What follows belongs to an exercise in optimizing a design on an open flow for small area; a production flow would make more cautious choices.
Function was checked by simulation only, so behaviour that the tests miss may differ from the original.

==> flow/design.v <==
module load_sync #(
    parameter NUM_STAGES = 2
) (
    input                                      clk,
    input                                      rst_n,
    input                                      load_in,
    output                                     load_in_sync
);
integer i;
reg [NUM_STAGES-1:0] Q;
    always @(posedge clk, negedge rst_n ) 
        begin
            if (!rst_n) 
                begin
                    Q <=0;
                end 
            else 
                begin
                    Q[0] <= load_in;
                    for (i = 1;i<NUM_STAGES ;i=i+1 ) 
                        begin
                            Q[i]<=Q[i-1];
                        end 
                end
        end
    assign load_in_sync = Q[NUM_STAGES-1];
endmodule
module counter #(
) (
    input                           clk,
    input                           rst_n,
    input                           load_in_sync,
    output      reg     [1:0]       count    
);  
    reg     flag ;   
    always @(posedge clk , negedge rst_n) 
        begin
            if (!rst_n) 
                begin
                    flag    <=  'd0 ;
                end 
            else 
                begin
                    if (load_in_sync) 
                        begin
                            flag    <=  'd1;
                        end
                    else if (count == 'd3) 
                        begin
                            flag    <=  'd0;
                        end
                end
        end 
    always @(posedge clk , negedge rst_n) 
        begin
            if (!rst_n) 
                begin
                    count   <=  'd0 ;
                end 
            else 
                begin
                    if (flag) 
                        begin
                            count <= count +'d1;
                        end 
                    else 
                        begin
                            count <=    'd0;
                        end
                end
        end
endmodule
module shift_reg #(
    parameter      DATA_WIDTH = 12
) (
    input                                           clk,
    input                                           rst_n,
    input                                           load_in_sync,
    input         signed        [DATA_WIDTH-1:0]    data_in,
    input                       [1:0]               fifo_r_address,
    output  wire                [DATA_WIDTH-1:0]    fifo_r_data                
);
    reg [DATA_WIDTH-1:0] shift_reg [0:3];
    integer  i;
    assign  fifo_r_data = shift_reg[fifo_r_address];
always @(posedge clk ,negedge rst_n) 
    begin
        if (!rst_n) 
            begin
                shift_reg[0] <= 'd0;
                shift_reg[1] <= 'd0;
                shift_reg[2] <= 'd0;
                shift_reg[3] <= 'd0;
            end 
        else 
            begin
                if (load_in_sync) 
                    begin
                        shift_reg[0] <= data_in ;
                        shift_reg[1] <= shift_reg[0];
                        shift_reg[2] <= shift_reg[1];
                        shift_reg[3] <= shift_reg[2];
                    end 
            end
    end
endmodule
module ROM #(
    parameter DATA_WIDTH    = 12
) (
    input     [1:0]                     rom_r_address,
    output    [DATA_WIDTH-1:0]          rom_r_data
);
    reg     [DATA_WIDTH-1:0] ROM [0:3];
    initial 
        begin
            ROM[0] = 'b0_10000000000;
            ROM[1] = 'b1_11000000000;
            ROM[2] = 'b0_00101000000;
            ROM[3] = 'b1_11110000000;
        end
    assign  rom_r_data = ROM[rom_r_address];
endmodule
module FFE_top #(
    parameter DATA_WIDTH =12,
    parameter NUM_STAGES =2
) (
    input   wire                                    clk,
    input   wire                                    rst_n,
    input   wire                                    load_in,
    input   wire    signed  [DATA_WIDTH - 1 : 0]    data_in,
    output  reg     signed  [DATA_WIDTH - 1 : 0]    data_out,
    output  reg                                     data_valid
);
    reg                                          sel              ;
    reg                                          enable           ;
    reg       signed    [DATA_WIDTH-1:0]         acc              ;
    wire      signed    [DATA_WIDTH-1:0]         mux_out          ;
    wire      signed    [2*DATA_WIDTH-1:0]       mul_out_long     ;
    wire      signed    [DATA_WIDTH-1:0]         mul_out          ;
    wire                                            load_in_sync;
    wire                        [1:0]               count       ;
    wire        signed          [DATA_WIDTH-1:0]    fifo_r_data ;  
    wire        signed          [DATA_WIDTH-1:0]    rom_r_data  ;
    assign mux_out      = sel ? 'd0 : acc          ;
    assign mul_out_long = rom_r_data * fifo_r_data ;
    assign mul_out      = mul_out_long >> 11       ;
    always @(posedge clk , negedge rst_n) begin
        if(!rst_n)
            begin
                enable  <= 1'b0;
            end
        else
            if (count == 'd3) begin
                enable  <= 1'b1;
            end else begin
                enable  <= 1'b0;
            end
    end
    always @(posedge clk , negedge rst_n) begin
        if(!rst_n)
            begin
                sel     <= 1'b0;
            end
        else
            if (load_in_sync) begin
                sel     <= 1'b1;
            end else begin
                sel     <= 1'b0;
            end
    end
    always @(posedge clk , negedge rst_n) 
        begin
            if (!rst_n) 
                begin
                    acc <= 'd0;
                end 
            else 
                begin
                    acc <= mul_out + mux_out ;
                end
        end
    always @(posedge clk , negedge rst_n) 
        begin
            if (!rst_n) 
                begin
                    data_out <= 'd0;
                    data_valid <= 1'b0;
                end 
            else 
                begin
                    if (enable) 
                        begin
                            data_out <= acc;
                            data_valid <= 1'b1;
                        end
                    else
                        data_valid <= 1'b0;
                end
        end
    load_sync #(.NUM_STAGES(NUM_STAGES)) load_sync0
    (
        .clk(clk),
        .rst_n(rst_n),
        .load_in(load_in),
        .load_in_sync(load_in_sync)
    );
    counter counter0 
    (
        .clk(clk),
        .rst_n(rst_n),
        .load_in_sync(load_in_sync),
        .count(count)
    );
    shift_reg #(.DATA_WIDTH(DATA_WIDTH)) shift_reg0
    (
        .clk(clk),
        .rst_n(rst_n),
        .load_in_sync(load_in_sync),
        .data_in(data_in),
        .fifo_r_address(count),
        .fifo_r_data(fifo_r_data)
    );
    ROM #(.DATA_WIDTH(DATA_WIDTH)) ROM0
    (
        .rom_r_address(count),
        .rom_r_data(rom_r_data)
    );
endmodule
==> flow/run.sh <==
#!/bin/bash
# synth_recipe.tcl (not shown) runs the flow's synth.tcl, then flattens the netlist and writes it again
# the make line also repeats each setting of config.mk as NAME=value (left out here)
make -C /OpenROAD-flow-scripts/flow DESIGN_CONFIG=/design/flow/config.mk WORK_HOME=/design/flow/orfs CLKGATE_MAP_FILE= SYNTH_SCRIPT=/design/flow/synth_recipe.tcl finish
==> flow/config.mk <==
export PLATFORM = sky130hd
export DESIGN_NAME = FFE_top
export DESIGN_NICKNAME = FFE_top
export VERILOG_FILES = /design/flow/design.v
export SDC_FILE = /design/flow/constraint.sdc
export NUM_CORES = 4
export LEC_CHECK = 0
export CAP_MARGIN = 20
export CORE_MARGIN = 2
export CORE_UTILIZATION = 40
export SLEW_MARGIN = 20
==> flow/constraint.sdc <==
create_clock -name core_clock -period 10.0 [get_ports {clk}]
set_input_delay 2.0000 -clock core_clock [delete_from_list [all_inputs] [get_ports {clk}]]
set_output_delay 2.0000 -clock core_clock [all_outputs]
set_load 0.01 [all_outputs]
==> reports/metrics.yaml, run 1 <==
synth_ff_type: "dfrtp_1"
rsz0062_at_grt: "no"
final_util_pct: 45.8
root_buffer: "clkbuf_16"
final_common_cell: "inv_1"
grt_usage_pct: 14.9
nFillCells: 1563
first_global_vias: 4552
numCtsBuffers: 9
clock_skew_ns: 0.0156
drtPass1Iterations: 5
synth.avg_cell_area_um2: 10.7
antennaDiodeCount: 0
syn_area_mm2: 0.00685
max_cap_violations: 0
max_stage_delay_ns: 0.70
min_period_ns: 7.93
hold_buffers: 0
final_cell_mix: "132 x inv_1, 79 x dfrtp_1, 76 x fa_1"
drc: 0
yosysSeqAreaShare_pct: 29.2
coreArea_mm2: 0.0166
worstSetupStartpoint: "counter0.count[0]$_DFF_PN0_"
ctsResizeCount: 0
finalCritPeriodShare_pct: 79.3
tightest_slew_ns: 0.819
postCtsSetupBuffers: 0
vias: 4234
start_kind: "register"
critPathKind: "reg2reg"
htreeDepth: 3
fin_nets: 807
die_x_um: 135
ioPinCount: 28
wirelength_um: 12200
rows: 47
place_area_mm2: 0.00732
postSynthCellCount: 642
grt_overflow_total: 0
gp_congestion: 0.805
r2r_start: "counter0.count[0]$_DFF_PN0_"
initial_core_util_pct: 41.2
cp_data_required_time_ns: 10.23
end_kind: "register"
dp_hpwl_um: 9840
die_y_um: 135
r2r_cells: 31
status: "complete, no violations"
cts.clk_slew.worst_paths_ns: 0.07
r2r_end: "acc[11]$_DFF_PN0_"
crit_top_cell: "inv_1"
synth_edf_count: 0
setup_viol: 0
grt_pass1_wl_um: 21700
avgViaCountPerCell: 4.77
io_buffers: 27
ys_warn_count: 6
drive_above_1_share_pct: 5.25
drt_iter0_drc: 263
yosys_register_bits: 80
post_drt_wl_per_cell_um: 13.7
setup_tns_ns: 0
fmax_mhz: 126
final_design_area_no_fill_mm2: 0.00762
synthArstFlopShare_pct: 100
relSlewSlack_pct: 45.4
clockBufferDepth: 2
seq_area_mm2: 0.00201
hold_viol: 0
multiInputGateArea_mm2: 0.00427
hold_path.class: "reg2reg"
dieArea_mm2: 0.0182
cts_sinks: 80
largest_reg_flops: 48
worstPathArrival_ns: 8.16
drtAntennaViolNets: 0
cts_tree: "done"
area_growth_pct: 11.2
slowest_stage: "ha_1"
grt_max_degree: 81
synth.net_count: 787
reg2reg_setup_slack_ns: 2.07
synth_cell_type_count: 47
slew_violations: 0
endpoint: "acc[11]$_DFF_PN0_"
critPathMaxFanout: 23
clk_latency_ns: 0.35
grt_antenna_before_repair: 0
-- cells by family after synthesis --
kind of cell | Yosys count | synth area share, %
buf+inv | 151 | 8.53
fa+ha+maj | 130 | 32.1
simple gates | 120 | 9.33
flops | 80 | 29.2
compound gates | 67 | 6.61
mux | 62 | 10.2
xor+xnor | 32 | 4.09
-- critical path: cells and delay by family, from the launching register on --
kind,cells,cell delay [ns]
compound gates,6,1.27
fa+ha+maj,8,3.75
flops,1,0.59
simple gates,6,0.85
buf+inv,7,0.57
mux,1,0.39
xor+xnor,3,0.40
-- how the worst min path moves through the flow --
stage,from,end,slack (ns),cells after the start
finish,load_sync0.Q[0]$_DFF_PN0_,load_sync0.Q[1]$_DFF_PN0_,0.35,0
CTS,load_sync0.Q[0]$_DFF_PN0_,load_sync0.Q[1]$_DFF_PN0_,0.35,0
detailed placement,load_sync0.Q[0]$_DFF_PN0_,load_sync0.Q[1]$_DFF_PN0_,0.34,0
global placement,load_sync0.Q[0]$_DFF_PN0_,load_sync0.Q[1]$_DFF_PN0_,0.34,0
floorplan,load_sync0.Q[0]$_DFF_PN0_,load_sync0.Q[1]$_DFF_PN0_,0.33,0
global route,load_sync0.Q[0]$_DFF_PN0_,load_sync0.Q[1]$_DFF_PN0_,0.37,0
-- through the flow --
step / hold slack, ns / setup slack [ns] / instances
after floorplan: 0.331 / 2.91 / 642
after global placement: 0.335 / 2.33 / 871
after detailed placement: 0.338 / 2.07 / 871
after CTS: 0.354 / 2.05 / 887
after global routing: 0.373 / 1.39 / 887
final: 0.353 / 2.07 / 887
-- Yosys cell counts (2+ instances only) --
cell,n,share of area (%)
dfrtp_1,80,29
nand3_1,2,0.15
nor2_1,13,0.71
fa_1,76,22
and3_1,2,0.18
and2_1,24,2.2
o21bai_1,5,0.55
nor3_1,4,0.29
ha_1,54,9.9
buf_6,2,0.33
nand2b_1,8,0.73
inv_1,132,7.2
nand2_1,37,2.0
a21o_1,7,0.77
mux2_2,12,2.0
o21ai_1,6,0.44
xnor2_1,25,3.2
a211oi_1,3,0.33
a222oi_1,11,1.6
buf_1,5,0.27
clkbuf_1,11,0.60
a21oi_1,12,0.88
mux2i_1,11,1.6
o21ai_0,15,1.1
nor2b_1,21,1.9
mux2_1,37,6.1
xor2_1,7,0.89
-- layer usage --
metal | vias up | global-route usage (%) | part of all wire, %
li1 | 2084 | - | -
met1 | 2078 | 19.4 | 47
met2 | 57 | 25.0 | 48
met3 | 15 | 3.15 | 3.0
met4 | 0 | 4.44 | 1.7
met5 | - | 0 | 0
-- area by class of cell --
| type | count | share of cell area [%] |
|---|---|---|
| Multi-Input combinational cell | 411 | 56.0 |
| Sequential cell | 80 | 26.3 |
| Tap cell | 220 | 3.61 |
| Timing Repair Buffer | 27 | 3.56 |
| Inverter | 133 | 6.58 |
| Clock buffer | 9 | 2.95 |
| Clock inverter | 7 | 1.02 |
==> run 2: changes to the inputs <==
==> flow/design.v (replaced) <==
module FFE_top #(
    parameter DATA_WIDTH = 12,
    parameter NUM_STAGES = 2
) (
    input   wire                            clk,
    input   wire                            rst_n,
    input   wire                            load_in,
    input   wire signed [DATA_WIDTH-1:0]    data_in,
    output  reg  signed [DATA_WIDTH-1:0]    data_out,
    output  reg                             data_valid
);
    reg         q0, q1, sel, flag, enable;
    reg  [1:0]  count;
    reg  [11:0] s0, s1, s2;
    reg  [7:0]  s3h;             
    reg         s3z;             
    reg  [11:0] acc;
    wire ls = q1;
    always @(posedge clk, negedge rst_n) begin
        if (!rst_n) begin
            q0 <= 1'b0; q1 <= 1'b0; sel <= 1'b0;
            flag <= 1'b0; count <= 2'd0; enable <= 1'b0;
            data_valid <= 1'b0; data_out <= 12'd0;
            s0 <= 12'd0; s1 <= 12'd0; s2 <= 12'd0; s3h <= 8'd0; s3z <= 1'b0;
        end else begin
            q0 <= load_in;
            q1 <= q0;
            sel <= ls;
            if (ls) flag <= 1'b1;
            else if (count == 2'd3) flag <= 1'b0;
            count <= flag ? count + 2'd1 : 2'd0;
            enable <= (count == 2'd3);
            data_valid <= enable;
            if (enable) data_out <= acc;
            if (ls) begin
                s0 <= data_in;
                s1 <= s0;
                s2 <= s1;
                s3h <= s2[11:4];
                s3z <= (s2[3:0] == 4'd0);
            end
        end
    end
    reg  [11:0] b;
    reg         cin;
    always @(*) begin
        case (count)
            2'd0: begin b = {s0[11], s0[11:1]};           cin = 1'b0; end
            2'd1: begin b = ~{{2{s1[11]}}, s1[11:2]};     cin = (s1[1:0] == 2'd0); end
            2'd2: begin b = {{3{s2[11]}}, s2[11:3]};      cin = ({1'b0, s2[2:0]} + {1'b0, s2[4:2]}) >= 4'd8; end
            default: begin b = ~{{4{s3h[7]}}, s3h};       cin = s3z; end
        endcase
    end
    wire [11:0] a = sel ? ((count != 2'd3) ? {{5{s2[11]}}, s2[11:5]} : 12'd0) : acc;
    always @(posedge clk)
        acc <= a + b + {11'd0, cin};
endmodule
==> run 2 against run 1 <==
Still clean. First-iteration DRC count fell by 59%. Worst setup slack gained 4.7 ns. Register-to-register slack improved by 4.8 ns. Die area is 45% lower. Clock-buffer cell count grew 1. Non-clock buffer count is 1 higher. Critical endpoint is now data_out[3].
==> reports/metrics.yaml, run 2 <==
rsz0062_at_grt: "no"  # unchanged
min_path_cells: 0  # unchanged
synth-xor-area-share_pct: 1.91  # was 4.09%
htreeDepth: 3  # unchanged
dp_hpwl_um: 4720  # was 9840 um
synth_area_leaders: "dfrtp_1 44%, mux2_1 14%, dfxtp_1 6.6%"  # was dfrtp_1 29%, fa_1 22%, ha_1 9.9%
slowest_stage: "clkdlybuf4s50_1"  # was ha_1
cp_cell_sequence: "clkdlybuf4s50_1"
fmax_mhz: 310  # was 126 MHz
synth_ff_type: "dfrtp_1"  # unchanged
dp_cells: 439  # was 871
start_kind: "register"  # unchanged
die_y_um: 99.7  # was 135 um
status: "complete, no violations"  # unchanged
drtAntennaViolNets: 0  # unchanged
clk_latency_ns: 0.34  # was 0.35 ns
clockBufferDepth: 2  # unchanged
clock_skew_ns: 0.00834  # was 0.0156 ns
coreArea_mm2: 0.00881  # was 0.0166 mm2
post_layout_nonfiller_instances: 455  # was 887
final_common_cell: "dfrtp_1"  # was inv_1
synth.avg_cell_area_um2: 11.6  # was 10.7 um2
cts.clk_slew.worst_paths_ns: 0.08  # was 0.07 ns
synth.net_count: 349  # was 787
path_delay_family: "buffers and inverters"  # was adder cells
synth_most_common_cell: "dfrtp_1"  # was inv_1
setup_slack_ns: 6.77  # was 2.07 ns
min_period_ns: 3.23  # was 7.93 ns
max_cap_violations: 0  # unchanged
reg2reg_setup_slack_ns: 6.91  # was 2.07 ns
drc: 0  # unchanged
gp_congestion: 0.819  # was 0.805
yosysSeqAreaShare_pct: 50.9  # was 29.2%
ys_top_cells_by_count: "65 x dfrtp_1, 47 x mux2_1, 29 x inv_1"  # was 132 x inv_1, 80 x dfrtp_1, 76 x fa_1
relSlewSlack_pct: 45.2  # was 45.4%
synth-compound-area-share_pct: 12.3  # was 6.61%
max_stage_delay_ns: 0.54  # was 0.70 ns
drive_above_1_share_pct: 8.65  # was 5.25%
wirelength_um: 6680  # was 12200 um
synth_edf_count: 0  # unchanged
grt_antenna_before_repair: 0  # unchanged
initial_core_util_pct: 41.6  # was 41.2%
synthArstFlopShare_pct: 84.4  # was 100%
final_cell_mix: "64 x dfrtp_1, 47 x mux2_1, 29 x inv_1"  # was 132 x inv_1, 79 x dfrtp_1, 76 x fa_1
setup_viol: 0  # unchanged
hold_path.class: "reg2reg"  # unchanged
cts_tree: "done"  # unchanged
root_buffer: "clkbuf_8"  # was clkbuf_16
setup_tns_ns: 0  # unchanged
synth-simple-area-share_pct: 6.66  # was 9.33%
grt_pass1_wl_um: 11700  # was 21700 um
rows: 34  # was 47
synth_cell_type_count: 47  # unchanged
synthMuxAreaShare_pct: 16.4  # was 10.2%
io_buffers: 27  # unchanged
vias: 2336  # was 4234
postSynthCellCount: 315  # was 642
cp_data_required_time_ns: 8.00  # was 10.23 ns
antennaDiodeCount: 0  # unchanged
ys_warn_count: 1  # was 6
yosys_register_bits: 77  # was 80
critPathMaxFanout: 2  # was 23
crit_buf_inv: 1  # was 7
grt_max_degree: 66  # was 81
drtPass1Iterations: 5  # unchanged
postCtsSetupBuffers: 0  # unchanged
finalCritPeriodShare_pct: 32.3  # was 79.3%
end_kind: "output pin"  # was register
synth_top_family_by_area: "multiplexers"  # was adder cells
avgViaCountPerCell: 5.13  # was 4.77
area_growth_pct: 14.6  # was 11.2%
grt_overflow_total: 0  # unchanged
cp.depth: 1  # was 31
tightest_slew_ns: 0.822  # was 0.819 ns
hold_viol: 0  # unchanged
fin_nets: 376  # was 807
hold_buffers: 0  # unchanged
post_drt_wl_per_cell_um: 14.7  # was 13.7 um
ctsResizeCount: 0  # unchanged
ioPinCount: 28  # unchanged
synthAdderAreaFrac_pct: 6.90  # was 32.1%
slew_violations: 0  # unchanged
r2r_cells: 11  # was 31
grt_usage_pct: 14.9  # about the same
dieArea_mm2: 0.00994  # was 0.0182 mm2
syn_area_mm2: 0.00366  # was 0.00685 mm2
first_global_vias: 2326  # was 4552
numCtsBuffers: 9  # unchanged
critPathKind: "reg2out"  # was reg2reg
pre_cts_ws_ns: 6.94  # was 2.07 ns
drt_iter0_drc: 107  # was 263
worstPathArrival_ns: 1.23  # was 8.16 ns
cts_sinks: 77  # was 80
die_x_um: 99.7  # was 135 um
hold_ws_ns: 0.353  # about the same
final_util_pct: 47.7  # was 45.8%
synth_top_area_share_pct: 44.4  # was 29.2%
synth_top_area_cell: "dfrtp_1"  # unchanged
run 2: cells by family after synthesis:
| logic type | count (synthesis) |
|---|---|
| and+or+nand+nor | 49 |
| AOI/OAI and AO/OA | 66 |
| adders and majority gates | 19 |
| buffers and inverters | 42 |
| xor gates and xnor gates | 8 |
| DFF | 77 |
| muxes | 54 |
run 2: path summary, 6_finish.rpt:
| check | from | to |
|---|---|---|
| min | q0$_DFF_PN0_ | q1$_DFF_PN0_ |
| max reg2reg | count[1]$_DFF_PN0_ | acc[10]$_DFF_P_ |
| min reg2reg | q0$_DFF_PN0_ | q1$_DFF_PN0_ |
| max in group asynchronous | rst_n | q1$_DFF_PN0_ |
| min in group asynchronous | rst_n | data_out[7]$_DFFE_PN0P_ |
| max | data_out[3]$_DFFE_PN0P_ | data_out[3] |
run 2: area by class of cell:
class,instances,area [um2]
clock buffers,10,128
clock inverters,6,63.8
fillers,800,4600
inverters,30,113
multi-input cells,196,1620
flip-flops and latches,77,1870
well taps,108,135
repair buffers,28,273
run 2: through the flow:
stage / instance area (um2)
finish: 4200
global route: 4200
CTS: 4200
detailed placement: 4010
global placement: 4010
floorplan: 3660
run 2: routing by layer:
| metal | track usage (%) | share of wire [%] | vias up |
|---|---|---|---|
| li1 | - | - | 1154 |
| met1 | 20.9 | 49 | 1130 |
| met2 | 22.8 | 46 | 40 |
| met3 | 3.02 | 2.7 | 12 |
| met4 | 5.90 | 1.8 | 0 |
| met5 | 0 | 0 | - |
==> run 3: changes to the inputs <==
==> flow/design.v (replaced) <==
module FFE_top #(
    parameter DATA_WIDTH = 12,
    parameter NUM_STAGES = 2
) (
    input   wire                            clk,
    input   wire                            rst_n,
    input   wire                            load_in,
    input   wire signed [DATA_WIDTH-1:0]    data_in,
    output  reg  signed [DATA_WIDTH-1:0]    data_out,
    output  reg                             data_valid
);
    reg         q0, q1, sel, enable;
    reg  [1:0]  count;
    reg  [2:0]  nload;
    reg  [11:0] s0, s1, s2;
    reg  [7:0]  s3h;             
    reg         s3z;             
    reg  [11:0] acc;
    wire ls   = q1;
    wire flag = sel | (count != 2'd0);
    always @(posedge clk, negedge rst_n) begin
        if (!rst_n) begin
            q0 <= 1'b0; q1 <= 1'b0; sel <= 1'b0;
            count <= 2'd0; enable <= 1'b0; nload <= 3'd0;
            data_valid <= 1'b0; data_out <= 12'd0;
        end else begin
            q0 <= load_in;
            q1 <= q0;
            sel <= ls;
            count <= flag ? count + 2'd1 : 2'd0;
            enable <= (count == 2'd3);
            data_valid <= enable;
            if (enable) data_out <= acc;
            if (ls && !nload[2]) nload <= nload + 3'd1;
        end
    end
    always @(posedge clk)
        if (ls) begin
            s0 <= data_in;
            s1 <= s0;
            s2 <= s1;
            s3h <= s2[11:4];
            s3z <= (s2[3:0] == 4'd0);
        end
    wire v1 = nload[2] | nload[1];
    wire v2 = nload[2] | (nload[1] & nload[0]);
    wire v3 = nload[2];
    wire d0 = (count == 2'd0);
    wire d1 = (count == 2'd1) & v1;
    wire d2 = (count == 2'd2) & v2;
    wire d3 = (count == 2'd3) & v3;
    wire [11:0] b = ({12{d0}} &  {s0[11], s0[11:1]})
                  | ({12{d1}} & ~{{2{s1[11]}}, s1[11:2]})
                  | ({12{d2}} &  {{3{s2[11]}}, s2[11:3]})
                  | ({12{d3}} & ~{{4{s3h[7]}}, s3h});
    wire cin = (d1 & (s1[1:0] == 2'd0))
             | (d2 & (({1'b0, s2[2:0]} + {1'b0, s2[4:2]}) >= 4'd8))
             | (d3 & s3z);
    wire g = sel & (count != 2'd3) & v2;
    wire [11:0] a = ({12{g}} & {{5{s2[11]}}, s2[11:5]}) | ({12{~sel}} & acc);
    wire [12:0] c;
    wire [11:0] sum;
    assign c[0] = cin;
    genvar i;
    generate
        for (i = 0; i < 12; i = i + 1) begin : rca
            assign sum[i]  = a[i] ^ b[i] ^ c[i];
            assign c[i+1]  = (a[i] & b[i]) | (c[i] & (a[i] ^ b[i]));
        end
    endgenerate
    always @(posedge clk)
        acc <= sum;
endmodule
==> flow/flow/run.sh (new file) <==
#!/bin/bash
# Standard layout, with the smallest buffer on the ports and a clock tree
# without dummy loads. Each tool's output goes to a log file in this folder.
set -euo pipefail
export BUFFER_PORTS_ARGS="-buffer_cell sky130_fd_sc_hd__buf_1"
export CTS_ARGS="-sink_clustering_enable -repair_clock_nets -dont_use_dummy_load -sink_clustering_size 40 -sink_clustering_max_diameter 200 -buf_list sky130_fd_sc_hd__clkbuf_4"
bash standard.sh synth > synth.log 2>&1
bash standard.sh finish > layout.log 2>&1
==> flow/standard.sh (new file) <==
#!/bin/bash
# synth_recipe.tcl (not shown) runs the flow's synth.tcl, then flattens the netlist and writes it again
# the make line also repeats each setting of config.mk as NAME=value (left out here)
make -C /OpenROAD-flow-scripts/flow DESIGN_CONFIG=/design/flow/config.mk WORK_HOME=/design/flow/orfs CLKGATE_MAP_FILE= SYNTH_SCRIPT=/design/flow/synth_recipe.tcl "${@:-finish}"
removed: flow/run.sh
==> run 3 against run 2 <==
Still clean. First-iteration DRC count is 26% lower. Clock-buffer cell count decreased by 1. Critical path type is now reg2reg. Worst setup slack lost 2.9 ns. Final cell count decreased by 26%. Critical endpoint is now acc[11]$_DFF_P_. Clock skew increased by 0.013 ns.
==> reports/metrics.yaml, run 3 <==
relSlewSlack_pct: 33.3  # was 45.2%
reg2reg_setup_slack_ns: 3.83  # was 6.91 ns
cp_data_required_time_ns: 10.30  # was 8.00 ns
dp_hpwl_um: 3460  # was 4720 um
root_buffer: "clkbuf_4"  # was clkbuf_8
postCtsSetupBuffers: 0  # unchanged
drtPass1Iterations: 4  # was 5
setup_viol: 0  # unchanged
slew_violations: 0  # unchanged
numCtsBuffers: 9  # unchanged
die_y_um: 92.8  # was 99.7 um
finalCritPeriodShare_pct: 61.7  # was 32.3%
io_buffers: 27  # unchanged
synth_cell_type_count: 31  # was 47
area_growth_pct: 8.84  # was 14.6%
clock_skew_ns: 0.0209  # was 0.00834 ns
synth_top_area_share_pct: 42.8  # was 44.4%
die_x_um: 92.8  # was 99.7 um
coreArea_mm2: 0.00769  # was 0.00881 mm2
ioPinCount: 28  # unchanged
cts.clk_slew.worst_paths_ns: 0.10  # was 0.08 ns
drt_iter0_drc: 79  # was 107
clockBufferDepth: 2  # unchanged
tightest_slew_ns: 1.00  # was 0.822 ns
ys_warn_count: 1  # unchanged
fin_nets: 271  # was 376
drtAntennaViolNets: 0  # unchanged
ctsResizeCount: 0  # unchanged
dieArea_mm2: 0.00862  # was 0.00994 mm2
vias: 1632  # was 2336
ys_top_cells_by_count: "45 x edfxtp_1, 22 x dfrtp_1, 17 x inv_1"  # was 65 x dfrtp_1, 47 x mux2_1, 29 x inv_1
min_period_ns: 6.17  # was 3.23 ns
final_common_cell: "edfxtp_1"  # was dfrtp_1
end_kind: "register"  # was output pin
final_cell_mix: "45 x edfxtp_1, 27 x buf_1, 21 x dfrtp_1"  # was 64 x dfrtp_1, 47 x mux2_1, 29 x inv_1
drc: 0  # unchanged
hold_buffers: 0  # unchanged
rsz0062_at_grt: "no"  # unchanged
synth_top_area_cell: "edfxtp_1"  # was dfrtp_1
fmax_mhz: 162  # was 310 MHz
rows: 32  # was 34
grt_antenna_before_repair: 0  # unchanged
synthArstFlopShare_pct: 27.8  # was 84.4%
wirelength_um: 4930  # was 6680 um
synth_edf_count: 45  # was 0
cts_sinks: 79  # was 77
yosysSeqAreaShare_pct: 67.9  # was 50.9%
antennaDiodeCount: 0  # unchanged
initial_core_util_pct: 41.0  # was 41.6%
start_kind: "register"  # unchanged
max_cap_violations: 0  # unchanged
cts_tree: "done"  # unchanged
synth_most_common_cell: "edfxtp_1"  # was dfrtp_1
worstPathArrival_ns: 6.47  # was 1.23 ns
hold_viol: 0  # unchanged
critPathKind: "reg2reg"  # was reg2out
post_drt_wl_per_cell_um: 14.7  # about the same
final_util_pct: 44.7  # was 47.7%
postSynthCellCount: 203  # was 315
final_design_area_no_fill_mm2: 0.00343  # was 0.00420 mm2
hold_path.class: "reg2reg"  # unchanged
critPathMaxFanout: 8  # was 2
setup_tns_ns: 0  # unchanged
first_global_vias: 1716  # was 2326
status: "complete, no violations"  # unchanged
gp_congestion: 0.830  # was 0.819
drive_above_1_share_pct: 11.5  # was 8.65%
synth_area_leaders: "edfxtp_1 43%, dfrtp_1 17%, dfxtp_1 7.6%"  # was dfrtp_1 44%, mux2_1 14%, dfxtp_1 6.6%
grt_max_degree: 49  # was 66
synth.avg_cell_area_um2: 15.5  # was 11.6 um2
syn_area_mm2: 0.00316  # was 0.00366 mm2
htreeDepth: 3  # unchanged
yosys_register_bits: 79  # was 77
grt_overflow_total: 0  # unchanged
clk_latency_ns: 0.41  # was 0.34 ns
synth_ff_type: "edfxtp_1"  # was dfrtp_1
place_area_mm2: 0.00337  # was 0.00401 mm2
grt_pass1_wl_um: 8560  # was 11700 um
grt_usage_pct: 13.0  # was 14.9%
avgViaCountPerCell: 4.86  # was 5.13
synth.net_count: 238  # was 349
## run 3: changes by cell type after synthesis, moves of 9 or more
cell / change
dfrtp_1: -43
o21ai_1: -21
nand2_1: -10
mux2_1: -47
fa_1: +9
mux2_2: +12
inv_1: -12
a21oi_1: -11
edfxtp_1: +45
## run 3: per-layer routing
metal / wire length [um] / GRT usage [%]
met1: 2550 / 19.2
met2: 2100 / 18.0
met3: 202 / 2.44
met4: 75 / 7.35
met5: 0 / 0
## run 3: path summary, 6_finish.rpt
path / startpoint / cells past startpoint / to
max: nload[0]$_DFFE_PN0P_ / 17 / acc[11]$_DFF_P_
min: q0$_DFF_PN0_ / 0 / q1$_DFF_PN0_
max reg2reg: nload[0]$_DFFE_PN0P_ / 17 / acc[11]$_DFF_P_
min reg2reg: q0$_DFF_PN0_ / 0 / q1$_DFF_PN0_
max in group asynchronous: rst_n / 2 / q1$_DFF_PN0_
min in group asynchronous: rst_n / 2 / data_out[9]$_DFFE_PN0P_
## run 3: kinds of logic after synthesis
logic type | synth area share, %
simple gates | 4.76
buf+inv | 2.85
xor+xnor | 1.03
mux | 4.64
fa+ha+maj | 10.5
compound gates | 8.29
flops | 67.9
## run 3: cell type report
class / instances / area, um2
well taps: 102 / 128
multi-input cells: 101 / 923
clock buffers: 9 / 67.6
fillers: 719 / 4250
flip-flops and latches: 79 / 2140
inverters: 17 / 63.8
repair buffers: 28 / 109
## run 3: per-stage QoR
step,hold slack (ns),setup WS [ns],cells
6_report,0.357,3.83,336
3_5_place_dp,0.336,3.86,327
2_1_floorplan,0.331,4.04,203
4_1_cts,0.362,3.82,336
3_3_place_gp,0.332,3.92,327
5_1_grt,0.385,3.55,336
## run 3: worst max-delay path: stages (launching register included)
cell     delay [ns]
dfrtp_1        0.41
ha_1           0.20
inv_1          0.05
ha_1           0.21
nor2b_1        0.15
a221o_1        0.36
fa_1           0.39
fa_1           0.40
fa_1           0.39
fa_1           0.40
fa_1           0.39
fa_1           0.40
fa_1           0.39
fa_1           0.39
fa_1           0.39
fa_1           0.40
fa_1           0.38
xor3_1         0.36
==> run 4: changes to the inputs <==
==> flow/run.sh (new file) <==
#!/bin/bash
# synth_recipe.tcl (not shown) runs the flow's synth.tcl, then flattens the netlist and writes it again
# the make line also repeats each setting of config.mk as NAME=value (left out here)
make -C /OpenROAD-flow-scripts/flow DESIGN_CONFIG=/design/flow/config.mk WORK_HOME=/design/flow/orfs CLKGATE_MAP_FILE= SYNTH_SCRIPT=/design/flow/synth_recipe.tcl finish
removed: flow/flow/run.sh
removed: flow/standard.sh
==> run 4 against run 3 <==
Still clean on timing, DRC and antenna. Sequential share of layout area down 4.5 points. First-iteration DRC count grew 59%. Synthesized cell count stayed put. Die area is the same. Clock skew decreased by 0.012 ns. Critical path depth up 1. Routed wire length up 0.47%. Flip-flop and latch count unchanged. Final cell count is 1.5% higher. Global-route usage is 0.091 points higher. Critical path type unchanged.
==> reports/metrics.yaml, run 4 <==
status: "complete, no violations"  # unchanged
cts.clk_slew.worst_paths_ns: 0.07  # was 0.10 ns
grt_max_degree: 49  # unchanged
grt_pass1_wl_um: 8460  # was 8560 um
synth_edf_count: 45  # unchanged
grt_usage_pct: 13.1  # was 13.0%
postSynthCellCount: 203  # unchanged
relSlewSlack_pct: 33.7  # was 33.3%
dp_cells: 326  # was 327
slew_violations: 0  # unchanged
vias: 1642  # was 1632
crit_buf_inv: 1  # unchanged
max_stage_delay_ns: 0.46  # was 0.41 ns
rsz0062_at_grt: "no"  # unchanged
crit_top_cell: "fa_1"  # unchanged
end_kind: "register"  # unchanged
synth.avg_cell_area_um2: 15.5  # unchanged
pre_cts_ws_ns: 3.87  # was 3.86 ns
tightest_slew_ns: 0.995  # was 1.00 ns
drive_above_1_share_pct: 12.6  # was 11.5%
gp_congestion: 0.862  # was 0.830
first_global_vias: 1710  # was 1716
hold_path.class: "reg2reg"  # unchanged
clockBufferDepth: 2  # unchanged
final_common_cell: "edfxtp_1"  # unchanged
slowest_stage: "fa_1"  # was dfrtp_1
ys_top_cells_by_count: "45 x edfxtp_1, 22 x dfrtp_1, 17 x inv_1"  # unchanged
synthArstFlopShare_pct: 27.8  # unchanged
yosys_register_bits: 79  # unchanged
finalCritPeriodShare_pct: 61.7  # about the same
grt_overflow_total: 0  # unchanged
postCtsSetupBuffers: 0  # unchanged
clk_latency_ns: 0.34  # was 0.41 ns
start_kind: "register"  # unchanged
rows: 32  # unchanged
drt_iter0_drc: 126  # was 79
hold_viol: 0  # unchanged
post_layout_nonfiller_instances: 341  # was 336
ioPinCount: 28  # unchanged
cp_data_required_time_ns: 10.22  # was 10.30 ns
io_buffers: 27  # unchanged
synth_ff_type: "edfxtp_1"  # unchanged
initial_core_util_pct: 41.0  # unchanged
final_design_area_no_fill_mm2: 0.00370  # was 0.00343 mm2
synth_cell_type_count: 31  # unchanged
avgViaCountPerCell: 4.82  # was 4.86
path_delay_family: "adder cells"  # unchanged
critPathMaxFanout: 8  # unchanged
antennaDiodeCount: 0  # unchanged
grt_antenna_before_repair: 0  # unchanged
max_cap_violations: 0  # unchanged
final_util_pct: 48.1  # was 44.7%
worstPathArrival_ns: 6.39  # was 6.47 ns
hold_buffers: 0  # unchanged
ys_warn_count: 1  # unchanged
synth_top_area_cell: "edfxtp_1"  # unchanged
place_area_mm2: 0.00353  # was 0.00337 mm2
drc: 0  # unchanged
die_y_um: 92.8  # unchanged
final_cell_mix: "45 x edfxtp_1, 26 x clkdlybuf4s50_1, 21 x dfrtp_1"  # was 45 x edfxtp_1, 27 x buf_1, 21 x dfrtp_1
area_growth_pct: 17.3  # was 8.84%
drtPass1Iterations: 4  # unchanged
fmax_mhz: 162  # about the same
cts_sinks: 79  # unchanged
synth_top_area_share_pct: 42.8  # unchanged
synth_area_leaders: "edfxtp_1 43%, dfrtp_1 17%, dfxtp_1 7.6%"  # unchanged
coreArea_mm2: 0.00769  # unchanged
syn_area_mm2: 0.00316  # unchanged
numCtsBuffers: 9  # unchanged
root_buffer: "clkbuf_8"  # was clkbuf_4
drtAntennaViolNets: 0  # unchanged
setup_slack_ns: 3.83  # about the same
die_x_um: 92.8  # unchanged
fin_nets: 270  # was 271
setup_tns_ns: 0  # unchanged
post_drt_wl_per_cell_um: 14.5  # was 14.7 um
cp_cell_sequence: "ha_1 -> inv_1 -> ha_1 -> nor2b_1 -> a2bb2oi_1 -> o211ai_1 -> fa_1 -> fa_1 -> fa_1 -> fa_1 -> fa_1 -> fa_1 -> fa_1 -> fa_1 -> fa_1 -> fa_1 -> fa_1 -> xor3_1"  # was ha_1 -> inv_1 -> ha_1 -> nor2b_1 -> a221o_1 -> fa_1 -> fa_1 -> fa_1 -> fa_1 -> fa_1 -> fa_1 -> fa_1 -> fa_1 -> fa_1 -> fa_1 -> fa_1 -> xor3_1
setup_viol: 0  # unchanged
critPathKind: "reg2reg"  # unchanged
dieArea_mm2: 0.00862  # unchanged
yosysSeqAreaShare_pct: 67.9  # unchanged
dp_hpwl_um: 3430  # was 3460 um
min_period_ns: 6.17  # about the same
htreeDepth: 3  # unchanged
cts_tree: "done"  # unchanged
ctsResizeCount: 0  # unchanged
clock_skew_ns: 0.00933  # was 0.0209 ns
wirelength_um: 4950  # was 4930 um
synth_most_common_cell: "edfxtp_1"  # unchanged
synth.net_count: 238  # unchanged
[run 4: kinds of logic after synthesis]
| family | synth area share (%) |
|---|---|
| AOI/OAI and AO/OA | 8.29 |
| adders and majority gates | 10.5 |
| muxes | 4.64 |
| DFF | 67.9 |
| and+or+nand+nor | 4.76 |
| xor gates and xnor gates | 1.03 |
| buffers and inverters | 2.85 |
[run 4: per-layer routing]
metal	GRT usage, %	share of wire, %	vias to the layer above
li1	-	-	794
met1	19.2	49	791
met2	17.3	43	47
met3	3.17	5.4	10
met4	8.46	2.4	0
met5	0	0	-
[run 4: final timing paths]
path | from | end | slack, ns | cells after the start
max | nload[0]$_DFFE_PN0P_ | acc[11]$_DFF_P_ | 3.83 | 18
min | q0$_DFF_PN0_ | q1$_DFF_PN0_ | 0.35 | 0
max reg2reg | nload[0]$_DFFE_PN0P_ | acc[11]$_DFF_P_ | 3.83 | 18
min reg2reg | q0$_DFF_PN0_ | q1$_DFF_PN0_ | 0.35 | 0
max in group asynchronous | rst_n | q1$_DFF_PN0_ | 8.01 | 1
min in group asynchronous | rst_n | data_out[7]$_DFFE_PN0P_ | 1.62 | 1
[run 4: per-stage QoR]
step	hold WS (ns)
after floorplan	0.331
after global placement	0.331
after detailed placement	0.335
after CTS	0.352
after global routing	0.359
final	0.351
[run 4: final cells by class]
type | instances | area [um2]
repair buffers | 27 | 265
well taps | 102 | 128
fillers | 705 | 3990
multi-input cells | 101 | 923
clock inverters | 5 | 50.0
flip-flops and latches | 79 | 2140
clock buffers | 10 | 128
inverters | 17 | 63.8
==> run 5: changes to the inputs <==
--- a/flow/config.mk
+++ b/flow/config.mk
@@ -9,3 +9,6 @@
 export CORE_MARGIN = 2
 export CORE_UTILIZATION = 40
+export CTS_BUF_LIST = sky130_fd_sc_hd__clkbuf_4
+export CTS_CLUSTER_DIAMETER = 200
+export CTS_CLUSTER_SIZE = 40
 export SLEW_MARGIN = 20
==> run 5 against run 4 <==
Routed wire length increased by 0.28%. Non-clock buffer count unchanged. First-iteration DRC count decreased by 2.4%. Sequential share of layout area increased by 0.83 points. Critical path depth unchanged. Largest cell class unchanged.
==> reports/metrics.yaml, run 5 <==
status: "complete, no violations"  # unchanged
postSynthCellCount: 203  # unchanged
relSlewSlack_pct: 33.9  # was 33.7%
synth_edf_count: 45  # unchanged
dp_hpwl_um: 3430  # unchanged
ctsResizeCount: 0  # unchanged
die_x_um: 92.8  # unchanged
antennaDiodeCount: 0  # unchanged
vias: 1646  # was 1642
drtPass1Iterations: 4  # unchanged
clk_latency_ns: 0.41  # was 0.34 ns
rows: 32  # unchanged
start_kind: "register"  # unchanged
min_from: "q0$_DFF_PN0_"  # unchanged
cts_tree: "done"  # unchanged
use_met1_pct: 19.0  # was 19.2%
slew_violations: 0  # unchanged
r2r_start: "nload[1]$_DFFE_PN0P_"  # was nload[0]$_DFFE_PN0P_
grt_overflow_total: 0  # unchanged
wirelength_um: 4970  # was 4950 um
grt_use_met2_pct: 17.5  # was 17.3%
synth.net_count: 238  # unchanged
synth_cell_type_count: 31  # unchanged
multiInputGateArea_um2: 923  # unchanged
synth.avg_cell_area_um2: 15.5  # unchanged
drive_above_1_share_pct: 13.0  # was 12.6%
seq_area_mm2: 0.00214  # unchanged
post_drt_wl_per_cell_um: 14.6  # was 14.5 um
ys_top_cells_by_count: "45 x edfxtp_1, 22 x dfrtp_1, 17 x inv_1"  # unchanged
coreArea_mm2: 0.00769  # unchanged
yosysSeqAreaShare_pct: 67.9  # unchanged
synth_top_area_cell: "edfxtp_1"  # unchanged
cts.clk_slew.worst_paths_ns: 0.12  # was 0.07 ns
critPathMaxFanout: 8  # unchanged
root_buffer: "clkbuf_4"  # was clkbuf_8
clockBufferDepth: 2  # unchanged
finalCritPeriodShare_pct: 61.8  # was 61.7%
clock_skew_ns: 0.0110  # was 0.00933 ns
grt_busiest_layer: "met1"  # unchanged
min_path_cells: 0  # unchanged
syn_area_mm2: 0.00316  # unchanged
dieArea_mm2: 0.00862  # unchanged
ys_warn_count: 1  # unchanged
avgViaCountPerCell: 4.83  # was 4.82
synth_ff_type: "edfxtp_1"  # unchanged
yosys_register_bits: 79  # unchanged
synth_most_common_cell: "edfxtp_1"  # unchanged
setup_viol: 0  # unchanged
drc: 0  # unchanged
r2r_end: "acc[11]$_DFF_P_"  # unchanged
drtAntennaViolNets: 0  # unchanged
initial_core_util_pct: 41.0  # unchanged
numCtsBuffers: 9  # unchanged
drt_iter0_drc: 123  # was 126
holdPathEnd: "q1$_DFF_PN0_"  # unchanged
die_y_um: 92.8  # unchanged
tightest_slew_ns: 0.991  # was 0.995 ns
area_growth_pct: 15.6  # was 17.3%
reg2reg_setup_slack_ns: 3.82  # was 3.83 ns
critPathKind: "reg2reg"  # unchanged
nFillCells: 712  # was 705
final_common_cell: "edfxtp_1"  # unchanged
synth_area_leaders: "edfxtp_1 43%, dfrtp_1 17%, dfxtp_1 7.6%"  # unchanged
min_period_ns: 6.18  # was 6.17 ns
postCtsSetupBuffers: 0  # unchanged
synthArstFlopShare_pct: 27.8  # unchanged
rsz0062_at_grt: "no"  # unchanged
cts_sinks: 79  # unchanged
max_cap_violations: 0  # unchanged
worstPathArrival_ns: 6.49  # was 6.39 ns
final_cell_mix: "45 x edfxtp_1, 26 x clkdlybuf4s50_1, 21 x dfrtp_1"  # unchanged
gp_congestion: 0.862  # unchanged
grt_pass1_wl_um: 8450  # was 8460 um
first_global_vias: 1715  # was 1710
grt_antenna_before_repair: 0  # unchanged
grt_usage_pct: 13.0  # was 13.1%
htreeDepth: 3  # unchanged
fin_nets: 270  # unchanged
io_buffers: 27  # unchanged
hold_path.class: "reg2reg"  # unchanged
fmax_mhz: 162  # about the same
end_kind: "register"  # unchanged
final_util_pct: 47.5  # was 48.1%
hold_buffers: 0  # unchanged
synth_top_area_share_pct: 42.8  # unchanged
r2r_cells: 18  # unchanged
cp_data_required_time_ns: 10.31  # was 10.22 ns
met3_usage_pct: 2.93  # was 3.17%
setup_tns_ns: 0  # unchanged
ioPinCount: 28  # unchanged
hold_viol: 0  # unchanged
grt_max_degree: 49  # unchanged
run 5: kinds of logic (layout without fill, tap and decap cells):
kind of cell | Yosys count | count (layout) | synth area share, %
AO/OA/AOI/OAI | 37 | 37 | 8.29
XOR/XNOR | 2 | 2 | 1.03
adder cells (fa/ha/maj) | 20 | 20 | 10.5
buffers and inverters | 23 | 59 | 2.85
flip-flops | 79 | 79 | 67.9
multiplexers | 13 | 13 | 4.64
AND/OR/NAND/NOR | 29 | 29 | 4.76
run 5: worst max-delay path by stage:
stage / to / cells past startpoint / startpoint
after floorplan: acc[11]$_DFF_P_ / 18 / nload[0]$_DFFE_PN0P_
after global placement: acc[11]$_DFF_P_ / 16 / s2[3]$_DFFE_PP_
after detailed placement: acc[11]$_DFF_P_ / 18 / nload[0]$_DFFE_PN0P_
after CTS: acc[11]$_DFF_P_ / 18 / nload[1]$_DFFE_PN0P_
after global routing: acc[11]$_DFF_P_ / 18 / nload[1]$_DFFE_PN0P_
final: acc[11]$_DFF_P_ / 18 / nload[1]$_DFFE_PN0P_
run 5: per-stage QoR:
stage	worst slack, ns	area [um2]	hold WS (ns)	instances
6_report	3.82	3650	0.361	341
5_1_grt	3.52	3650	0.370	341
4_1_cts	3.83	3650	0.362	341
3_5_place_dp	3.87	3530	0.335	326
3_3_place_gp	3.91	3530	0.331	326
2_1_floorplan	4.04	3160	0.331	203
run 5: final cells by class:
class	count	area share [%]
clock buffer	10	2.06
clock inverter	5	1.37
inverter	17	1.75
multi-input combinational	101	25.3
sequential	79	58.7
tap	102	3.50
timing repair buffer	27	7.27
run 5: worst max-delay path: stages (launching register included):
cell and delay, ns:
dfrtp_1 0.43, ha_1 0.19, inv_1 0.05, ha_1 0.21
nor2b_1 0.15, a2bb2oi_1 0.18, o211ai_1 0.13, fa_1 0.46
fa_1 0.40, fa_1 0.40, fa_1 0.39, fa_1 0.40
fa_1 0.40, fa_1 0.40, fa_1 0.39, fa_1 0.40
fa_1 0.39, fa_1 0.36, xor3_1 0.35
run 5: per-layer routing:
layer	vias up	routed length, um
li1	798	-
met1	791	2510
met2	45	2070
met3	12	236
met4	0	146
met5	-	0
==> run 6: changes to the inputs <==
--- a/flow/design.v
+++ b/flow/design.v
@@ -18,5 +18,9 @@
     reg  [11:0] acc;
     wire ls   = q1;
-    wire flag = sel | (count != 2'd0);
+    wire flag = sel | count[0] | count[1];
+    wire tap0 = ~count[1] & ~count[0];
+    wire tap1 = ~count[1] &  count[0];
+    wire tap2 =  count[1] &  count[0];
+    wire tap3 =  count[1] & ~count[0];
     always @(posedge clk, negedge rst_n) begin
         if (!rst_n) begin
@@ -28,9 +32,9 @@
             q1 <= q0;
             sel <= ls;
-            count <= flag ? count + 2'd1 : 2'd0;
-            enable <= (count == 2'd3);
+            count <= flag ? {count[0], ~count[1]} : 2'd0;
+            enable <= tap3;
             data_valid <= enable;
             if (enable) data_out <= acc;
-            if (ls && !nload[2]) nload <= nload + 3'd1;
+            if (ls) nload <= {nload[1], nload[1] | nload[0], ~nload[2]};
         end
     end
@@ -43,11 +47,14 @@
             s3z <= (s2[3:0] == 4'd0);
         end
-    wire v1 = nload[2] | nload[1];
-    wire v2 = nload[2] | (nload[1] & nload[0]);
-    wire v3 = nload[2];
-    wire d0 = (count == 2'd0);
-    wire d1 = (count == 2'd1) & v1;
-    wire d2 = (count == 2'd2) & v2;
-    wire d3 = (count == 2'd3) & v3;
+    wire v1 = nload[1];
+    wire v2 = nload[2];
+    wire v3 = nload[2] & ~nload[0];
+    wire d0 = tap0;
+    wire d1 = tap1 & v1;
+    wire d2 = tap2 & v2;
+    wire d3 = tap3 & v3;
+    wire k1 = s2[0] & s2[2];
+    wire k2 = (s2[1] & s2[3]) | (k1 & (s2[1] | s2[3]));
+    wire c2 = (s2[2] & s2[4]) | (k2 & (s2[2] | s2[4]));
     wire [11:0] b = ({12{d0}} &  {s0[11], s0[11:1]})
                   | ({12{d1}} & ~{{2{s1[11]}}, s1[11:2]})
@@ -55,7 +62,7 @@
                   | ({12{d3}} & ~{{4{s3h[7]}}, s3h});
     wire cin = (d1 & (s1[1:0] == 2'd0))
-             | (d2 & (({1'b0, s2[2:0]} + {1'b0, s2[4:2]}) >= 4'd8))
+             | (d2 & c2)
              | (d3 & s3z);
-    wire g = sel & (count != 2'd3) & v2;
+    wire g = sel & ~tap3 & v2;
     wire [11:0] a = ({12{g}} & {{5{s2[11]}}, s2[11:5]}) | ({12{~sel}} & acc);
     wire [12:0] c;
==> flow/flow/run.sh (new file) <==
#!/bin/bash
# Own layout flow: the standard flow (standard.sh) with three changes.
#  1. Synthesis uses an area-oriented ABC script (flow/abc_area_nobuf.script)
#     in place of ORFS's speed script; everything else in synthesis is the
#     standard one (synth_recipe.tcl), so the registers are the same.
#  2. The ports are buffered with the smallest buffer, sky130_fd_sc_hd__buf_1.
#  3. Clock tree synthesis uses fewer, larger clusters and no dummy loads.
# Each tool's output goes to a log file of its own in this folder.
set -euo pipefail
here=$(pwd)
rm -rf "$here/scripts_abc"
cp -r "$FLOW_HOME/scripts" "$here/scripts_abc"
cp "$here/flow/abc_area_nobuf.script" "$here/scripts_abc/abc_speed.script"
export BUFFER_PORTS_ARGS="-buffer_cell sky130_fd_sc_hd__buf_1"
export CTS_ARGS="$(cat "$here/flow/cts_args.txt")"
bash standard.sh SCRIPTS_DIR="$here/scripts_abc" synth > "$here/synth.log" 2>&1
bash standard.sh finish > "$here/layout.log" 2>&1
==> flow/flow/abc_area_nobuf.script (new file) <==
strash
dch
map -a
topo
==> flow/flow/cts_args.txt (new file) <==
-sink_clustering_enable -repair_clock_nets -dont_use_dummy_load -sink_clustering_size 80 -sink_clustering_max_diameter 500 -buf_list sky130_fd_sc_hd__clkbuf_16
==> flow/standard.sh (new file) <==
#!/bin/bash
# synth_recipe.tcl (not shown) runs the flow's synth.tcl, then flattens the netlist and writes it again
# the make line also repeats each setting of config.mk as NAME=value (left out here)
make -C /OpenROAD-flow-scripts/flow DESIGN_CONFIG=/design/flow/config.mk WORK_HOME=/design/flow/orfs CLKGATE_MAP_FILE= SYNTH_SCRIPT=/design/flow/synth_recipe.tcl "${@:-finish}"
--- a/flow/config.mk
+++ b/flow/config.mk
@@ -9,6 +9,3 @@
 export CORE_MARGIN = 2
 export CORE_UTILIZATION = 40
-export CTS_BUF_LIST = sky130_fd_sc_hd__clkbuf_4
-export CTS_CLUSTER_DIAMETER = 200
-export CTS_CLUSTER_SIZE = 40
 export SLEW_MARGIN = 20
removed: flow/run.sh
==> run 6 against run 5 <==
Still clean on timing, DRC and antenna. Clock-buffer cell count is 1 lower. Sequential share of layout area is 4.2 points higher. Via count is 4.3% lower. Critical path depth is 1 higher. Global-route usage is 0.77 points higher. Design area is 6.7% lower. Highest routed layer unchanged.
==> reports/metrics.yaml, run 6 <==
status: "complete, no violations"  # unchanged
dieArea_mm2: 0.00803  # was 0.00862 mm2
fin_nets: 245  # was 270
cts.clk_slew.worst_paths_ns: 0.07  # was 0.12 ns
syn_area_mm2: 0.00293  # was 0.00316 mm2
setup_viol: 0  # unchanged
ioPinCount: 28  # unchanged
dp_hpwl_um: 3270  # was 3430 um
synth_cell_type_count: 20  # was 31
postSynthCellCount: 179  # was 203
synth.net_count: 205  # was 238
setup_tns_ns: 0  # unchanged
critPathKind: "reg2reg"  # unchanged
hold_viol: 0  # unchanged
min_period_ns: 6.42  # was 6.18 ns
yosysSeqAreaShare_pct: 73.0  # was 67.9%
min_path_cells: 0  # unchanged
hold_buffers: 0  # unchanged
start_kind: "register"  # unchanged
end_kind: "register"  # unchanged
root_buffer: "clkbuf_16"  # was clkbuf_4
ctsResizeCount: 0  # unchanged
wirelength_um: 4990  # was 4970 um
synth.avg_cell_area_um2: 16.4  # was 15.5 um2
io_buffers: 27  # unchanged
seq_area_mm2: 0.00214  # unchanged
die_x_um: 89.6  # was 92.8 um
drt_iter0_drc: 132  # was 123
ys_top_cells_by_count: "45 x edfxtp_1, 22 x dfrtp_1, 21 x nand2_1"  # was 45 x edfxtp_1, 22 x dfrtp_1, 17 x inv_1
grt_usage_pct: 13.8  # was 13.0%
cp_cell_sequence: "clkinv_1 -> nor3_1 -> clkinv_1 -> nor3_1 -> a41oi_1 -> o21ai_0 -> fa_1 -> fa_1 -> fa_1 -> fa_1 -> fa_1 -> fa_1 -> fa_1 -> fa_1 -> fa_1 -> fa_1 -> fa_1 -> xor2_1 -> xor2_1"  # was ha_1 -> inv_1 -> ha_1 -> nor2b_1 -> a2bb2oi_1 -> o211ai_1 -> fa_1 -> fa_1 -> fa_1 -> fa_1 -> fa_1 -> fa_1 -> fa_1 -> fa_1 -> fa_1 -> fa_1 -> fa_1 -> xor3_1
numCtsBuffers: 9  # unchanged
area_growth_pct: 16.0  # was 15.6%
die_y_um: 89.6  # was 92.8 um
antennaDiodeCount: 0  # unchanged
ys_warn_count: 1  # unchanged
clock_skew_ns: 0.0230  # was 0.0110 ns
setup_slack_ns: 3.58  # was 3.82 ns
synth_ff_type: "edfxtp_1"  # unchanged
slowest_stage: "fa_1"  # unchanged
grt_pass1_wl_um: 7980  # was 8450 um
finalCritPeriodShare_pct: 64.2  # was 61.8%
postCtsSetupBuffers: 0  # unchanged
clockBufferDepth: 2  # unchanged
post_drt_wl_per_cell_um: 15.8  # was 14.6 um
tightest_slew_ns: 0.874  # was 0.991 ns
cts_tree: "done"  # unchanged
min_from: "q0$_DFF_PN0_"  # unchanged
cts_sinks: 79  # unchanged
multiInputGateArea_um2: 757  # was 923 um2
nFillCells: 620  # was 712
avgViaCountPerCell: 4.99  # was 4.83
coreArea_mm2: 0.00718  # was 0.00769 mm2
drc: 0  # unchanged
crit_top_cell: "fa_1"  # unchanged
relSlewSlack_pct: 41.5  # was 33.9%
synth_top_area_share_pct: 46.1  # was 42.8%
grt_overflow_total: 0  # unchanged
worstPathArrival_ns: 6.62  # was 6.49 ns
cp_data_required_time_ns: 10.20  # was 10.31 ns
first_global_vias: 1560  # was 1715
final_design_area_no_fill_mm2: 0.00340  # was 0.00365 mm2
hold_path.class: "reg2reg"  # unchanged
rows: 31  # was 32
vias: 1576  # was 1646
gp_congestion: 0.712  # was 0.862
synthArstFlopShare_pct: 27.8  # unchanged
r2r_cells: 19  # was 18
initial_core_util_pct: 40.9  # was 41.0%
clk_latency_ns: 0.33  # was 0.41 ns
pre_cts_ws_ns: 3.57  # was 3.87 ns
yosys_register_bits: 79  # unchanged
drive_above_1_share_pct: 14.3  # was 13.0%
synth_most_common_cell: "edfxtp_1"  # unchanged
fmax_mhz: 156  # was 162 MHz
drtPass1Iterations: 4  # unchanged
critPathMaxFanout: 11  # was 8
rsz0062_at_grt: "no"  # unchanged
r2r_start: "count[0]$_DFF_PN0_"  # was nload[1]$_DFFE_PN0P_
grt_antenna_before_repair: 0  # unchanged
final_common_cell: "edfxtp_1"  # unchanged
worstSetupStartpoint: "count[0]$_DFF_PN0_"  # was nload[1]$_DFFE_PN0P_
max_stage_delay_ns: 0.47  # was 0.46 ns
slew_violations: 0  # unchanged
place_area_mm2: 0.00318  # was 0.00353 mm2
final_cell_mix: "45 x edfxtp_1, 27 x buf_1, 21 x nand2_1, 21 x dfrtp_1"  # was 45 x edfxtp_1, 26 x clkdlybuf4s50_1, 21 x dfrtp_1
max_cap_violations: 0  # unchanged
htreeDepth: 3  # unchanged
grt_max_degree: 52  # was 49
drtAntennaViolNets: 0  # unchanged
synth_edf_count: 45  # unchanged
synth_top_area_cell: "edfxtp_1"  # unchanged
synth_area_leaders: "edfxtp_1 46%, dfrtp_1 19%, dfxtp_1 8.2%"  # was edfxtp_1 43%, dfrtp_1 17%, dfxtp_1 7.6%
==> run 6: cell types whose count changed in the layout (fill, tap and decap cells not counted), sizes merged, moves of 7 or more <==
cell           before  now
o21ai              13    4
o221ai              0    7
buf                 1   30
inv                17    0
a22oi               1    8
clkdlybuf4s50      26    0
ha                  9    0
nand2              11   21
==> run 6: routing by layer <==
metal | track usage [%] | share of wire (%) | wire length, um
met4 | 6.92 | 1.3 | 65
met5 | 0 | 0 | 0
met1 | 19.0 | 47 | 2330
met3 | 4.39 | 4.2 | 211
met2 | 19.8 | 48 | 2380
==> run 6: cell families (layout without fill, tap and decap cells) <==
family | after synthesis | count (layout) | synth area share [%]
flops | 79 | 79 | 73.0
mux | 12 | 12 | 4.61
fa+ha+maj | 11 | 11 | 7.51
xor+xnor | 2 | 2 | 0.597
simple gates | 32 | 32 | 4.39
buf+inv | 9 | 47 | 1.15
compound gates | 34 | 34 | 8.70
==> run 6: cell type report <==
cell class	count	area share [%]
clock buffer	9	6.62
inverter	8	0.882
multi-input combinational	91	22.2
sequential	79	63.0
tap	99	3.64
timing repair buffer	30	3.64
==> run 6: path summary, 6_finish.rpt <==
kind / endpoint / slack [ns]
worst max-delay path: acc[11]$_DFF_P_ / 3.58
worst min-delay path: q1$_DFF_PN0_ / 0.35
worst max register to register: acc[11]$_DFF_P_ / 3.58
worst min register to register: q1$_DFF_PN0_ / 0.35
max in group asynchronous: data_out[11]$_DFFE_PN0P_ / 8.13
min in group asynchronous: data_valid$_DFF_PN0_ / 1.63
==> run 6: metrics by stage <==
stage	hold slack (ns)	cells	util, %
final	0.353	316	47.4
after global routing	0.358	316	47.4
after detailed placement	0.337	307	44.3
after CTS	0.353	316	47.4
after global placement	0.336	307	44.3
after floorplan	0.331	179	-
==> run 6: critical path, delay by kind of cell, from the launching register on <==
kind                       cells  cell delay [ns]
and+or+nand+nor                2             0.16
buffers and inverters          2             0.30
DFF                            1             0.41
AOI/OAI and AO/OA              2             0.39
adders and majority gates     11             4.72
xor gates and xnor gates       2             0.32
==> run 7: changes to the inputs <==
==> flow/flow/cts_args.txt (replaced) <==
-sink_clustering_enable -repair_clock_nets -dont_use_dummy_load -sink_clustering_size 40 -sink_clustering_max_diameter 200 -buf_list sky130_fd_sc_hd__clkbuf_8
==> run 7 against run 6 <==
Still clean. Maximum frequency shrank 0.22%. Synthesized area is the same. Routed wire length down 1.5%. Worst setup slack got worse by 0.014 ns. Final cell count stayed put. Global-route usage is 0.18 points lower. Sequential share of layout area grew 1.9 points. Critical path type unchanged. Critical endpoint unchanged.
==> reports/metrics.yaml, run 7 <==
ys_warn_count: 1  # unchanged
status: "complete, no violations"  # unchanged
nFillCells: 633  # was 620
avgViaCountPerCell: 4.90  # was 4.99
ioPinCount: 28  # unchanged
fmax_mhz: 155  # was 156 MHz
cp_data_required_time_ns: 10.21  # was 10.20 ns
synth_cell_type_count: 20  # unchanged
min_period_ns: 6.43  # was 6.42 ns
max_stage_delay_ns: 0.47  # about the same
hold_viol: 0  # unchanged
slew_violations: 0  # unchanged
wirelength_um: 4910  # was 4990 um
cts_tree: "done"  # unchanged
synth_top_area_share_pct: 46.1  # unchanged
dieArea_mm2: 0.00803  # unchanged
gp_congestion: 0.712  # unchanged
tightest_slew_ns: 0.875  # was 0.874 ns
numCtsBuffers: 9  # unchanged
cts_sinks: 79  # unchanged
drive_above_1_share_pct: 14.3  # unchanged
rows: 31  # unchanged
synth_area_leaders: "edfxtp_1 46%, dfrtp_1 19%, dfxtp_1 8.2%"  # unchanged
start_kind: "register"  # unchanged
setup_viol: 0  # unchanged
synth_top_area_cell: "edfxtp_1"  # unchanged
final_common_cell: "edfxtp_1"  # unchanged
end_kind: "register"  # unchanged
setup_tns_ns: 0  # unchanged
antennaDiodeCount: 0  # unchanged
grt_usage_pct: 13.6  # was 13.8%
synth.avg_cell_area_um2: 16.4  # unchanged
drtPass1Iterations: 4  # unchanged
crit_top_cell: "fa_1"  # unchanged
grt_antenna_before_repair: 0  # unchanged
worstPathArrival_ns: 6.64  # was 6.62 ns
coreArea_mm2: 0.00718  # unchanged
relSlewSlack_pct: 41.4  # was 41.5%
hold_buffers: 0  # unchanged
drt_iter0_drc: 116  # was 132
synth_ff_type: "edfxtp_1"  # unchanged
final_cell_mix: "45 x edfxtp_1, 27 x buf_1, 21 x nand2_1, 21 x dfrtp_1"  # unchanged
area_growth_pct: 12.6  # was 16.0%
rsz0062_at_grt: "no"  # unchanged
synth.net_count: 205  # unchanged
first_global_vias: 1572  # was 1560
-- run 7: routing by layer --
layer  global-route usage (%)  share of wire (%)  vias to the layer above
met3                     3.56                3.4                        9
li1                         -                  -                      738
met1                     18.7                 47                      772
met4                     7.33                2.1                        0
met2                     19.9                 48                       30
met5                        0                  0                        -
-- run 7: path summary, 6_finish.rpt --
check,from,cells after the start,to
worst max-delay path,count[0]$_DFF_PN0_,19,acc[11]$_DFF_P_
worst max register to register,count[0]$_DFF_PN0_,19,acc[11]$_DFF_P_
min in group asynchronous,rst_n,2,nload[0]$_DFFE_PN0P_
worst min-delay path,q0$_DFF_PN0_,0,q1$_DFF_PN0_
worst min register to register,q0$_DFF_PN0_,0,q1$_DFF_PN0_
max in group asynchronous,rst_n,2,data_out[11]$_DFFE_PN0P_
-- run 7: critical path, delay by kind of cell (launching register included) --
family                   cells  cell delay, ns
AO/OA/AOI/OAI                2            0.39
XOR/XNOR                     2            0.32
adder cells (fa/ha/maj)     11            4.72
buffers and inverters        2            0.30
flip-flops                   1            0.41
AND/OR/NAND/NOR              2            0.17
-- run 7: final cells by class --
cell class	count	share of cell area, %
Sequential cell	79	64.9
Tap cell	99	3.75
Multi-Input combinational cell	91	22.9
Clock buffer	9	3.75
Timing Repair Buffer	30	3.75
Inverter	8	0.909
-- run 7: kinds of logic (layout without fill, tap and decap cells) --
logic type,after synthesis,in the layout,synth area share [%]
flip-flops,79,79,73.0
AO/OA/AOI/OAI,34,34,8.70
AND/OR/NAND/NOR,32,32,4.39
multiplexers,12,12,4.61
adder cells (fa/ha/maj),11,11,7.51
buffers and inverters,9,47,1.15
XOR/XNOR,2,2,0.597
-- run 7: through the flow --
step                      cells  setup slack, ns
after detailed placement    307             3.57
after CTS                   316             3.54
after global placement      307             3.68
after global routing        316             3.27
final                       316             3.57
after floorplan             179             4.01

-- afterwards: timing with drivers on the ports --
The results above use ideal ports. As a check the final layouts listed here were re-extracted and re-timed, cells and wires unchanged.
Step 1 sets driving cells, clkbuf_16 on the clock port and buf_2 on the other inputs (assumed; they add their load-dependent delay and slew).
Step 2 also shifts input and output timing later by t, the mid clock arrival at the registers, as if the neighbouring blocks saw the same clock.
a / b / c = ideal / step 1 / step 2; a / b = the first two.
run	t (ns)	setup WS [ns]	worst data-port slew with drivers (ns)
run 1	0.389	2.069 / 2.069 / 2.069	0.04
run 2	0.371	6.773 / 6.742 / 6.910	0.03
run 3	0.432	3.828 / 3.828 / 3.828	0.03
run 4	0.367	3.833 / 3.833 / 3.833	0.03
run 5	0.434	3.817 / 3.817 / 3.817	0.03
run 6	0.357	3.580 / 3.580 / 3.580	0.03
run 7	0.360	3.566 / 3.566 / 3.566	0.03
After both steps setup and hold are still met in every run listed.
